This design comes from an exercise in tuning for small area and a short achievable clock period on the open sky130 flow, not from production work. Only simulation tests tie the RTL to the original design; equivalence was not proved. The clock input has no modelled driver; a real chip could not lean on it and would need a root buffer or a full tree. Power is estimated from default activity; no workload was simulated.

== build 7 ==
==> flow/design.v <==
module spi_master_top (
    input                    clk_i          ,
    input                    rstn_i         ,
    input                    miso_i         ,
    output reg               sck_o          ,
    output                   mosi_o         ,
    output                   spi_oe_o       ,               
    output      [7:0]        ssn_o          ,
    input                    stb_i          ,
    input       [1:0]        addr_i         ,
    input                    we_i           ,
    input       [7:0]        data_i         ,
    output reg  [7:0]        data_o         ,
    output reg               ack_o          ,
    output reg               int_o
);
reg              rstn_sync         ;
reg              rstn_temp         ;
always @(posedge clk_i or negedge rstn_i) begin
    if (!rstn_i) begin
        rstn_sync <= 1'b0;
        rstn_temp <= 1'b0;
    end
    else begin
        rstn_temp <= 1'b1;
        rstn_sync <= rstn_temp;
    end
end
wire             srst   = ~rstn_sync ;              
wire             wb_wr      = stb_i & we_i ;
wire             wr_con     = wb_wr & (addr_i == 2'b00);
wire             wr_sta     = wb_wr & (addr_i == 2'b01);
wire             wr_ext     = wb_wr & (addr_i == 2'b11);
reg              con5_n    ;                        
wire             con5      = ~con5_n;
reg    [7:0]     con_r     ;                        
wire   [7:0]     spi_con   = {con_r[7:6], con5, con_r[4:0]};
always @(posedge clk_i or negedge rstn_sync) begin
    if (!rstn_sync)
        con5_n <= 1'b0;
    else if (wr_con)
        con5_n <= ~data_i[5];
end
always @(posedge clk_i) begin
    if (srst)
        con_r <= 8'h00;
    else if (wr_con)
        con_r <= data_i;
end
wire             spi_en     = spi_con[7];
wire             spi_int_en = spi_con[6];
wire             cpol       = spi_con[4];
wire             cpha       = spi_con[3];
wire   [2:0]     sck_sel    = spi_con[2:0];
wire             me         = spi_con[7] & con5;    
assign           spi_oe_o   = con5;
reg    [7:0]     spi_ext   ;
always @(posedge clk_i) begin
    if (srst)
        spi_ext <= 8'h08;
    else if (me && wr_ext)
        spi_ext <= data_i;
end
wire   [1:0]     intcnt_sel = spi_ext[7:6];
wire   [2:0]     sck_mode   = spi_ext[5:3];
wire   [2:0]     slave_sel  = spi_ext[2:0];
reg              wfifo_ren ;
reg              rfifo_wen ;
reg              db7       ;                        
reg    [6:0]     db_lo     ;                        
wire   [7:0]     data_buf  = {db7, db_lo};
wire             fclr       = srst | ~spi_en;
wire             wfifo_wen  = stb_i & (addr_i == 2'b10) & ack_o &  we_i;
wire             rfifo_ren  = stb_i & (addr_i == 2'b10) & ack_o & ~we_i;
reg    [7:0]     wmem [0:3];
reg    [2:0]     wwp, wrp;
always @(posedge clk_i) begin
    if (fclr) begin
        wwp <= 3'd0;
        wrp <= 3'd0;
    end
    else begin
        wwp <= wwp + {2'b00, wfifo_wen};
        wrp <= wrp + {2'b00, wfifo_ren};
    end
end
integer i;
wire   [7:0]     wdin = data_i & {8{rstn_sync}};
always @(posedge clk_i) begin
    for (i = 0; i < 4; i = i + 1)
        if (srst || (wfifo_wen && wwp[1:0] == i))
            wmem[i] <= wdin;
end
wire   [7:0]     wfifo_dout = wmem[wrp[1:0]];
wire             wfifo_emp  = (wwp == wrp);
wire             wfifo_ful  = (wwp[2] != wrp[2]) && (wwp[1:0] == wrp[1:0]);
reg    [7:0]     rmem [0:3];
reg    [2:0]     rwp, rrp;
always @(posedge clk_i) begin
    if (fclr) begin
        rwp <= 3'd0;
        rrp <= 3'd0;
    end
    else begin
        rwp <= rwp + {2'b00, rfifo_wen};
        rrp <= rrp + {2'b00, rfifo_ren};
    end
end
wire   [7:0]     rdin = data_buf & {8{rstn_sync}};
always @(posedge clk_i) begin
    for (i = 0; i < 4; i = i + 1)
        if (srst || (rfifo_wen && rwp[1:0] == i))
            rmem[i] <= rdin;
end
wire   [7:0]     rfifo_dout = rmem[rrp[1:0]];
wire             rfifo_emp  = (rwp == rrp);
wire             rfifo_ful  = (rwp[2] != rrp[2]) && (rwp[1:0] == rrp[1:0]);
reg    [1:0]     trans_cnt ;
reg              spi_int_f ;
reg              wr_col_f  ;
always @(posedge clk_i) begin
    if (srst)
        trans_cnt <= 2'd0;
    else if (me) begin
        if (wr_ext)
            trans_cnt <= intcnt_sel;
        else if (rfifo_wen)
            trans_cnt <= (|trans_cnt) ? trans_cnt - 2'd1 : intcnt_sel;
    end
end
always @(posedge clk_i) begin
    if (srst)
        spi_int_f <= 1'b0;
    else if (me)
        spi_int_f <= (wr_sta & data_i[7]) ? 1'b0 : (spi_int_f | (~|trans_cnt & rfifo_wen));
end
always @(posedge clk_i) begin
    if (srst)
        wr_col_f <= 1'b0;
    else if (me)
        wr_col_f <= (wr_sta & data_i[6]) ? 1'b0 : (wr_col_f | (wfifo_wen & wfifo_ful));
end
wire   [7:0]     spi_sta = {spi_int_f, wr_col_f, 2'b00, wfifo_ful, wfifo_emp, rfifo_ful, rfifo_emp};
always @(posedge clk_i or negedge rstn_sync) begin
    if (!rstn_sync)
        data_o <= 8'h00;
    else if (me) begin
        case (addr_i)
            2'b00 : data_o <= spi_con    ;
            2'b01 : data_o <= spi_sta    ;
            2'b10 : data_o <= rfifo_dout ;
            2'b11 : data_o <= spi_ext    ;
        endcase
    end
end
always @(posedge clk_i or negedge rstn_sync) begin
    if (!rstn_sync)
        ack_o <= 1'b0;
    else if (me)
        ack_o <= stb_i & ~ack_o;
end
always @(posedge clk_i or negedge rstn_sync) begin
    if (!rstn_sync)
        int_o <= 1'b0;
    else if (me)
        int_o <= spi_int_en & spi_int_f;
end
localparam [2:0] IDLE = 3'b000,
                 ST   = 3'b001,
                 P2   = 3'b011,
                 P1   = 3'b010,
                 CT   = 3'b110;
reg    [2:0]     state     ;
reg    [12:0]    clk_cnt   ;
reg    [12:0]    reload    ;
always @(*) begin
    case (sck_mode)
        3'b010 : case (sck_sel)
            3'd0 : reload = 13'd4;
            3'd1 : reload = 13'd9;
            3'd2 : reload = 13'd19;
            3'd3 : reload = 13'd79;
            3'd4 : reload = 13'd159;
            3'd5 : reload = 13'd319;
            3'd6 : reload = 13'd1279;
            default : reload = 13'd2559;
        endcase
        3'b100 : case (sck_sel)
            3'd0 : reload = 13'd4;
            3'd1 : reload = 13'd24;
            3'd2 : reload = 13'd49;
            3'd3 : reload = 13'd99;
            3'd4 : reload = 13'd249;
            3'd5 : reload = 13'd499;
            3'd6 : reload = 13'd2499;
            default : reload = 13'd4999;
        endcase
        default : case (sck_sel)
            3'd0 : reload = 13'h1;
            3'd1 : reload = 13'h3;
            3'd2 : reload = 13'h7;
            3'd3 : reload = 13'h1f;
            3'd4 : reload = 13'h7f;
            3'd5 : reload = 13'h1ff;
            3'd6 : reload = 13'h7ff;
            default : reload = 13'h1fff;
        endcase
    endcase
end
reg              trans_en  ;
wire             cnt_run  = !trans_en && state != IDLE;
always @(posedge clk_i) begin
    if (me) begin
        if (cnt_run) begin
            clk_cnt  <= clk_cnt - 13'd1;
            trans_en <= (clk_cnt == 13'd1);
        end
        else begin
            clk_cnt  <= reload;
            trans_en <= 1'b0;
        end
    end
end
reg    [2:0]     bit_cnt   ;
reg              ssn_n     ;                        
always @(posedge clk_i or negedge rstn_sync) begin
    if (!rstn_sync) begin
        sck_o       <= 1'b0;
        db7         <= 1'b0;
        ssn_n       <= 1'b0;
    end
    else if (me) begin
        case (state)
            IDLE: begin
                db7 <= wfifo_dout[7];
                sck_o       <= cpol;
                ssn_n       <= ~wfifo_emp;
            end
            ST: begin
                if (trans_en && cpha)
                    sck_o <= ~sck_o;
            end
            P2: begin
                if (trans_en)
                    sck_o <= ~sck_o;
            end
            P1: begin
                if (trans_en) begin
                    db7 <= db_lo[6];
                    if (bit_cnt != 3'd0)
                        sck_o <= ~sck_o;
                end
            end
            CT: begin
                if (wfifo_emp)
                    sck_o <= cpol;
                else begin
                    db7 <= wfifo_dout[7];
                    sck_o       <= ~sck_o;
                end
            end
            default: ;
        endcase
    end
end
always @(posedge clk_i) begin
    if (me) begin
        case (state)
            IDLE: begin
                bit_cnt       <= 3'd7;
                db_lo <= wfifo_dout[6:0];
            end
            P1: begin
                if (trans_en) begin
                    db_lo <= {db_lo[5:0], miso_i};
                    bit_cnt       <= bit_cnt - 3'd1;
                end
            end
            CT: begin
                if (!wfifo_emp) begin
                    bit_cnt       <= 3'd7;
                    db_lo <= wfifo_dout[6:0];
                end
            end
            default: ;
        endcase
    end
end
always @(posedge clk_i) begin
    if (srst) begin
        state     <= IDLE;
        wfifo_ren <= 1'b0;
        rfifo_wen <= 1'b0;
    end
    else if (me) begin
        wfifo_ren <= 1'b0;
        rfifo_wen <= 1'b0;
        case (state)
            IDLE: begin
                if (!wfifo_emp)
                    state <= ST;
            end
            ST: begin
                if (trans_en) begin
                    wfifo_ren <= 1'b1;
                    state     <= P2;
                end
            end
            P2: begin
                if (trans_en)
                    state <= P1;
            end
            P1: begin
                if (trans_en) begin
                    if (bit_cnt == 3'd0) begin
                        rfifo_wen <= 1'b1;
                        state     <= CT;
                    end
                    else
                        state <= P2;
                end
            end
            CT: begin
                if (wfifo_emp)
                    state <= IDLE;
                else begin
                    wfifo_ren <= 1'b1;
                    state     <= P2;
                end
            end
            default: state <= IDLE;
        endcase
    end
end
assign mosi_o = db7;
genvar g;
generate
    for (g = 0; g < 8; g = g + 1) begin : g_ssn
        assign ssn_o[g] = ~(ssn_n & (slave_sel == g));
    end
endgenerate
endmodule
Settings: LEC_CHECK=0, ABC_AREA=1, CAP_MARGIN=20, CORE_MARGIN=2, CORE_UTILIZATION=40, SETUP_SLACK_MARGIN=3.1, SLEW_MARGIN=20; clock period 5.0 ns.
standard.sh (not shown) runs the stock make flow with config.mk's settings and CLKGATE_MAP_FILE= SYNTH_SCRIPT=/design/flow/synth_recipe.tcl, a recipe that flattens the netlist after the stock synthesis.
==> flow/flow/run.sh <==
#!/bin/bash
# Standard layout with buf_2 port buffers and a two-level clock tree: the clock
# port drives one clkbuf_16, which drives 10 clkbuf_8, each driving one cluster of flip-flops
# (flow/cts_hook.tcl replaces TritonCTS's tree building; CTS's repair steps stay).
set -euo pipefail
bash standard.sh \
  "BUFFER_PORTS_ARGS=-buffer_cell sky130_fd_sc_hd__buf_2" \
  "PRE_CTS_TCL=$(pwd)/flow/cts_hook.tcl" \
  CTS_NLEAF=10 CTS_LEAF_BUF=sky130_fd_sc_hd__clkbuf_8 CTS_ROOT_BUF=sky130_fd_sc_hd__clkbuf_16 \
  finish > flow_standard.log 2>&1
==> flow/flow/cts_hook.tcl <==
# Replaces clock_tree_synthesis with a flat clock tree: the clock port drives
# CTS_NLEAF clock buffers, each placed at the centre of a cluster of flip-flops
# (k-means on their locations) and driving that cluster's clock pins.
proc clock_tree_synthesis { args } {
  set nleaf 4
  if { [info exists ::env(CTS_NLEAF)] } { set nleaf $::env(CTS_NLEAF) }
  set bufname sky130_fd_sc_hd__clkbuf_16
  if { [info exists ::env(CTS_LEAF_BUF)] } { set bufname $::env(CTS_LEAF_BUF) }
  set block [ord::get_db_block]
  set clk_net [$block findNet clk_i]
  set sinks {}
  set xs {}
  set ys {}
  foreach it [$clk_net getITerms] {
    set inst [$it getInst]
    set loc [$inst getLocation]
    set m [$inst getMaster]
    lappend sinks $it
    lappend xs [expr {[lindex $loc 0] + [$m getWidth] / 2.0}]
    lappend ys [expr {[lindex $loc 1] + [$m getHeight] / 2.0}]
  }
  set n [llength $sinks]
  # initial centres: sinks spread by sorted x then y
  set order [lsort -integer -indices [lmap x $xs {expr {int($x)}}]]
  set cx {}
  set cy {}
  for {set k 0} {$k < $nleaf} {incr k} {
    set i [lindex $order [expr {int(($k + 0.5) * $n / $nleaf)}]]
    lappend cx [lindex $xs $i]
    lappend cy [lindex $ys $i]
  }
  set capf 1.0
  if { [info exists ::env(CTS_CAP_FACTOR)] } { set capf $::env(CTS_CAP_FACTOR) }
  set cap [expr {int(ceil($capf * $n / $nleaf))}]
  for {set iter 0} {$iter < 30} {incr iter} {
    # balanced assignment: sinks in order of distance to nearest centre, capped cluster size
    set cnt [lrepeat $nleaf 0]
    set pairs {}
    for {set i 0} {$i < $n} {incr i} {
      for {set k 0} {$k < $nleaf} {incr k} {
        set d [expr {abs([lindex $xs $i] - [lindex $cx $k]) + abs([lindex $ys $i] - [lindex $cy $k])}]
        lappend pairs [list $d $i $k]
      }
    }
    set asg [lrepeat $n -1]
    foreach p [lsort -real -index 0 $pairs] {
      lassign $p d i k
      if {[lindex $asg $i] >= 0} continue
      if {[lindex $cnt $k] >= $cap} continue
      lset asg $i $k
      lset cnt $k [expr {[lindex $cnt $k] + 1}]
    }
    set sx [lrepeat $nleaf 0.0]
    set sy [lrepeat $nleaf 0.0]
    for {set i 0} {$i < $n} {incr i} {
      set k [lindex $asg $i]
      lset sx $k [expr {[lindex $sx $k] + [lindex $xs $i]}]
      lset sy $k [expr {[lindex $sy $k] + [lindex $ys $i]}]
    }
    for {set k 0} {$k < $nleaf} {incr k} {
      if {[lindex $cnt $k] > 0} {
        lset cx $k [expr {[lindex $sx $k] / [lindex $cnt $k]}]
        lset cy $k [expr {[lindex $sy $k] / [lindex $cnt $k]}]
      }
    }
  }
  set master [[ord::get_db] findMaster $bufname]
  set nets {}
  # optional root buffer between the clock port and the leaf buffers
  set leaf_in $clk_net
  if { [info exists ::env(CTS_ROOT_BUF)] && $::env(CTS_ROOT_BUF) ne "" } {
    set rmaster [[ord::get_db] findMaster $::env(CTS_ROOT_BUF)]
    set rinst [odb::dbInst_create $block $rmaster "clkbuf_root"]
    set leaf_in [odb::dbNet_create $block "clknet_root"]
    $leaf_in setSigType CLOCK
    [$rinst findITerm A] connect $clk_net
    [$rinst findITerm X] connect $leaf_in
    set mx 0.0
    set my 0.0
    for {set k 0} {$k < $nleaf} {incr k} {
      set mx [expr {$mx + [lindex $cx $k] / $nleaf}]
      set my [expr {$my + [lindex $cy $k] / $nleaf}]
    }
    $rinst setLocation [expr {int($mx - [$rmaster getWidth] / 2.0)}] [expr {int($my - [$rmaster getHeight] / 2.0)}]
    $rinst setPlacementStatus PLACED
  }
  for {set k 0} {$k < $nleaf} {incr k} {
    set inst [odb::dbInst_create $block $master "clkbuf_leaf_$k"]
    set net [odb::dbNet_create $block "clknet_leaf_$k"]
    $net setSigType CLOCK
    [$inst findITerm A] connect $leaf_in
    [$inst findITerm X] connect $net
    set x [expr {int([lindex $cx $k] - [$master getWidth] / 2.0)}]
    set y [expr {int([lindex $cy $k] - [$master getHeight] / 2.0)}]
    $inst setLocation $x $y
    $inst setPlacementStatus PLACED
    lappend nets $net
    puts "clock leaf $k: [lindex $cnt $k] sinks at ($x, $y)"
  }
  for {set i 0} {$i < $n} {incr i} {
    set it [lindex $sinks $i]
    $it disconnect
    $it connect [lindex $nets [lindex $asg $i]]
  }
  $clk_net setSigType CLOCK
  set_propagated_clock [all_clocks]
}
diff inputs: build 7 => build 37
Settings: an added TNS_END_PERCENT of 0; a change of SETUP_SLACK_MARGIN from 3.1 to 2.9.
==> flow/flow/run.sh <==
#!/bin/bash
# Standard layout with buf_2 port buffers and a two-level clock tree: the clock
# port drives one clkbuf_16, which drives 8 clkbuf_8, each driving one cluster of flip-flops
# (flow/cts_hook.tcl replaces TritonCTS's tree building; CTS's repair steps stay).
set -euo pipefail
bash standard.sh \
  "BUFFER_PORTS_ARGS=-buffer_cell sky130_fd_sc_hd__buf_2" \
  "PRE_CTS_TCL=$(pwd)/flow/cts_hook.tcl" \
  CTS_NLEAF=8 CTS_LEAF_BUF=sky130_fd_sc_hd__clkbuf_8 CTS_ROOT_BUF=sky130_fd_sc_hd__clkbuf_16 \
  finish > flow_standard.log 2>&1
-- flow/flow/cts_hook.tcl --
<<< build 7, line 31
  }
  set capf 1.0
  if { [info exists ::env(CTS_CAP_FACTOR)] } { set capf $::env(CTS_CAP_FACTOR) }
>>> build 37, line 31
  }
  set capf 1.2
  if { [info exists ::env(CTS_CAP_FACTOR)] } { set capf $::env(CTS_CAP_FACTOR) }
<<< build 7, line 99
  }
  for {set i 0} {$i < $n} {incr i} {
>>> build 37, line 99
  }
  set dmax [lrepeat $nleaf 0]
  for {set i 0} {$i < $n} {incr i} {
    set k [lindex $asg $i]
    set d [expr {int(abs([lindex $xs $i] - [lindex $cx $k]) + abs([lindex $ys $i] - [lindex $cy $k]))}]
    if {$d > [lindex $dmax $k]} { lset dmax $k $d }
  }
  puts "clock leaf max sink distances (dbu): $dmax"
  for {set i 0} {$i < $n} {incr i} {
Results
Build 37 ended with every stage complete and zero timing, DRC or antenna violations. Against build 7 as the reference, build 37 delivers a lower design area. On number of hold violations in the final report, build 37 and build 7 are basically level. Share of layout cells above drive strength 1 ends up lower on build 37. Diff build 37..build 7 | DRC violation count after routing | unchanged. Share of total power in the clock network in build 37 is 1.1 points lower than in build 7. Hold slack on build 37 is behind build 7. Compared with build 7, build 37 shows via count that has gone down by a few percent. Utilization: build 37 vs build 7 down 2.2 points. Routed wire length on build 37 is ahead of build 7. Build 37: power consumption is 110 uW lower than what build 7 reported. Build 37: part of the total power dissipated in combinational logic is 2.3 points lower than what build 7 reported.
[inputs] build 11 vs build 37
Settings: TNS_END_PERCENT: 0 -> unset.
==> flow/flow/run.sh <==
#!/bin/bash
# Standard layout with buf_2 port buffers and a two-level clock tree: the clock
# port drives one clkbuf_16, which drives 10 clkbuf_8, each driving one cluster of flip-flops
# (flow/cts_hook.tcl replaces TritonCTS's tree building; CTS's repair steps stay).
set -euo pipefail
bash standard.sh \
  "BUFFER_PORTS_ARGS=-buffer_cell sky130_fd_sc_hd__buf_2" \
  "PRE_CTS_TCL=$(pwd)/flow/cts_hook.tcl" \
  CTS_NLEAF=10 CTS_LEAF_BUF=sky130_fd_sc_hd__clkbuf_8 CTS_ROOT_BUF=sky130_fd_sc_hd__clkbuf_16 \
  finish > flow_standard.log 2>&1
-- flow/flow/cts_hook.tcl --
<<< build 37, line 31
  }
  set capf 1.2
  if { [info exists ::env(CTS_CAP_FACTOR)] } { set capf $::env(CTS_CAP_FACTOR) }
>>> build 11, line 31
  }
  set capf 1.0
  if { [info exists ::env(CTS_CAP_FACTOR)] } { set capf $::env(CTS_CAP_FACTOR) }
<<< build 37, line 99
  }
  set dmax [lrepeat $nleaf 0]
  for {set i 0} {$i < $n} {incr i} {
    set k [lindex $asg $i]
    set d [expr {int(abs([lindex $xs $i] - [lindex $cx $k]) + abs([lindex $ys $i] - [lindex $cy $k]))}]
    if {$d > [lindex $dmax $k]} { lset dmax $k $d }
  }
  puts "clock leaf max sink distances (dbu): $dmax"
  for {set i 0} {$i < $n} {incr i} {
>>> build 11, line 99
  }
  for {set i 0} {$i < $n} {incr i} {
In terms of total of fill cells in the finished design, build 37 and build 11 differ only marginally.
Build 11 does better than build 37 on headroom to the max-slew limit.
First-pass GRT wire length grows slightly when moving from build 37 to build 11.
Changes observed in build 11 relative to build 37: overall via count from detail_route rose about 2.6%, maximum frequency rose about 1.6%, routed wire length rose 2.5%, power share of the clock group rose 1.8 points.
Build 11 vs. build 37: leakage power of the design shows an increase of 2.0%, accumulated negative setup slack shows no meaningful change, share of the core filled with cells in the final layout shows an increase of 0.86 points.
Input changes introduced in build 16 (baseline for comparison: build 11):
==> flow/flow/run.sh <==
#!/bin/bash
# Standard layout with buf_2 port buffers and a two-level clock tree: the clock
# port drives one clkbuf_16, which drives 8 clkbuf_8, each driving one cluster of flip-flops
# (flow/cts_hook.tcl replaces TritonCTS's tree building; CTS's repair steps stay).
set -euo pipefail
bash standard.sh \
  "BUFFER_PORTS_ARGS=-buffer_cell sky130_fd_sc_hd__buf_2" \
  "PRE_CTS_TCL=$(pwd)/flow/cts_hook.tcl" \
  CTS_NLEAF=8 CTS_LEAF_BUF=sky130_fd_sc_hd__clkbuf_8 CTS_ROOT_BUF=sky130_fd_sc_hd__clkbuf_16 \
  finish > flow_standard.log 2>&1
-- flow/flow/cts_hook.tcl --
<<< build 11, line 31
  }
  set capf 1.0
  if { [info exists ::env(CTS_CAP_FACTOR)] } { set capf $::env(CTS_CAP_FACTOR) }
>>> build 16, line 31
  }
  set capf 1.2
  if { [info exists ::env(CTS_CAP_FACTOR)] } { set capf $::env(CTS_CAP_FACTOR) }
<<< build 11, line 99
  }
  for {set i 0} {$i < $n} {incr i} {
>>> build 16, line 99
  }
  set dmax [lrepeat $nleaf 0]
  for {set i 0} {$i < $n} {incr i} {
    set k [lindex $asg $i]
    set d [expr {int(abs([lindex $xs $i] - [lindex $cx $k]) + abs([lindex $ys $i] - [lindex $cy $k]))}]
    if {$d > [lindex $dmax $k]} { lset dmax $k $d }
  }
  puts "clock leaf max sink distances (dbu): $dmax"
  for {set i 0} {$i < $n} {incr i} {
### Flow results
Density: build 16 sparser than build 11
Looking at build 16 and build 11, the minimum clock period is a wash.
Looking only at minimum hold slack, and setting everything else aside, the lower value of build 16 and build 11 goes to build 16.
Run comparison: build 11 start point of the critical path spi_ext[1]; build 16 start point of the critical path ssn_n
No run of this note takes its clock network from TritonCTS; it comes from the design's own scripts or RTL.

[separate check: timing with driven ports]
How much do the figures lean on ideal ports? The routed layouts below were timed once more, with nothing changed but the port constraints. Step 1 (the two cells are an assumption about what drives the block):
set clk [get_ports {clk_i}]
set_driving_cell -lib_cell sky130_fd_sc_hd__clkbuf_16 $clk
set_driving_cell -lib_cell sky130_fd_sc_hd__buf_2 [delete_from_list [all_inputs] $clk]
Step 2 adds t to the input delays and takes it off the output delays; t is the mean of the earliest and latest rising clock arrival at the registers after step 1. Input paths then give back, and output paths get back, about the clock's delay inside the block. a / b / c = no drivers / after step 1 / after step 2; a / b = the first two.
run | t, ns | setup WS [ns] | worst data-port slew with drivers (ns)
build 7 | 0.401 | 2.888 / 2.848 / 2.727 | 0.05
build 37 | 0.387 | 2.872 / 2.833 / 2.537 | 0.03
build 11 | 0.399 | 2.905 / 2.865 / 2.553 | 0.03
build 16 | 0.386 | 2.908 / 2.869 / 2.577 | 0.03
After both steps every run listed still meets setup and hold. For build 11, which loses most, drivers alone change the setup slack by -0.040 ns; drivers and shift together by -0.352 ns.
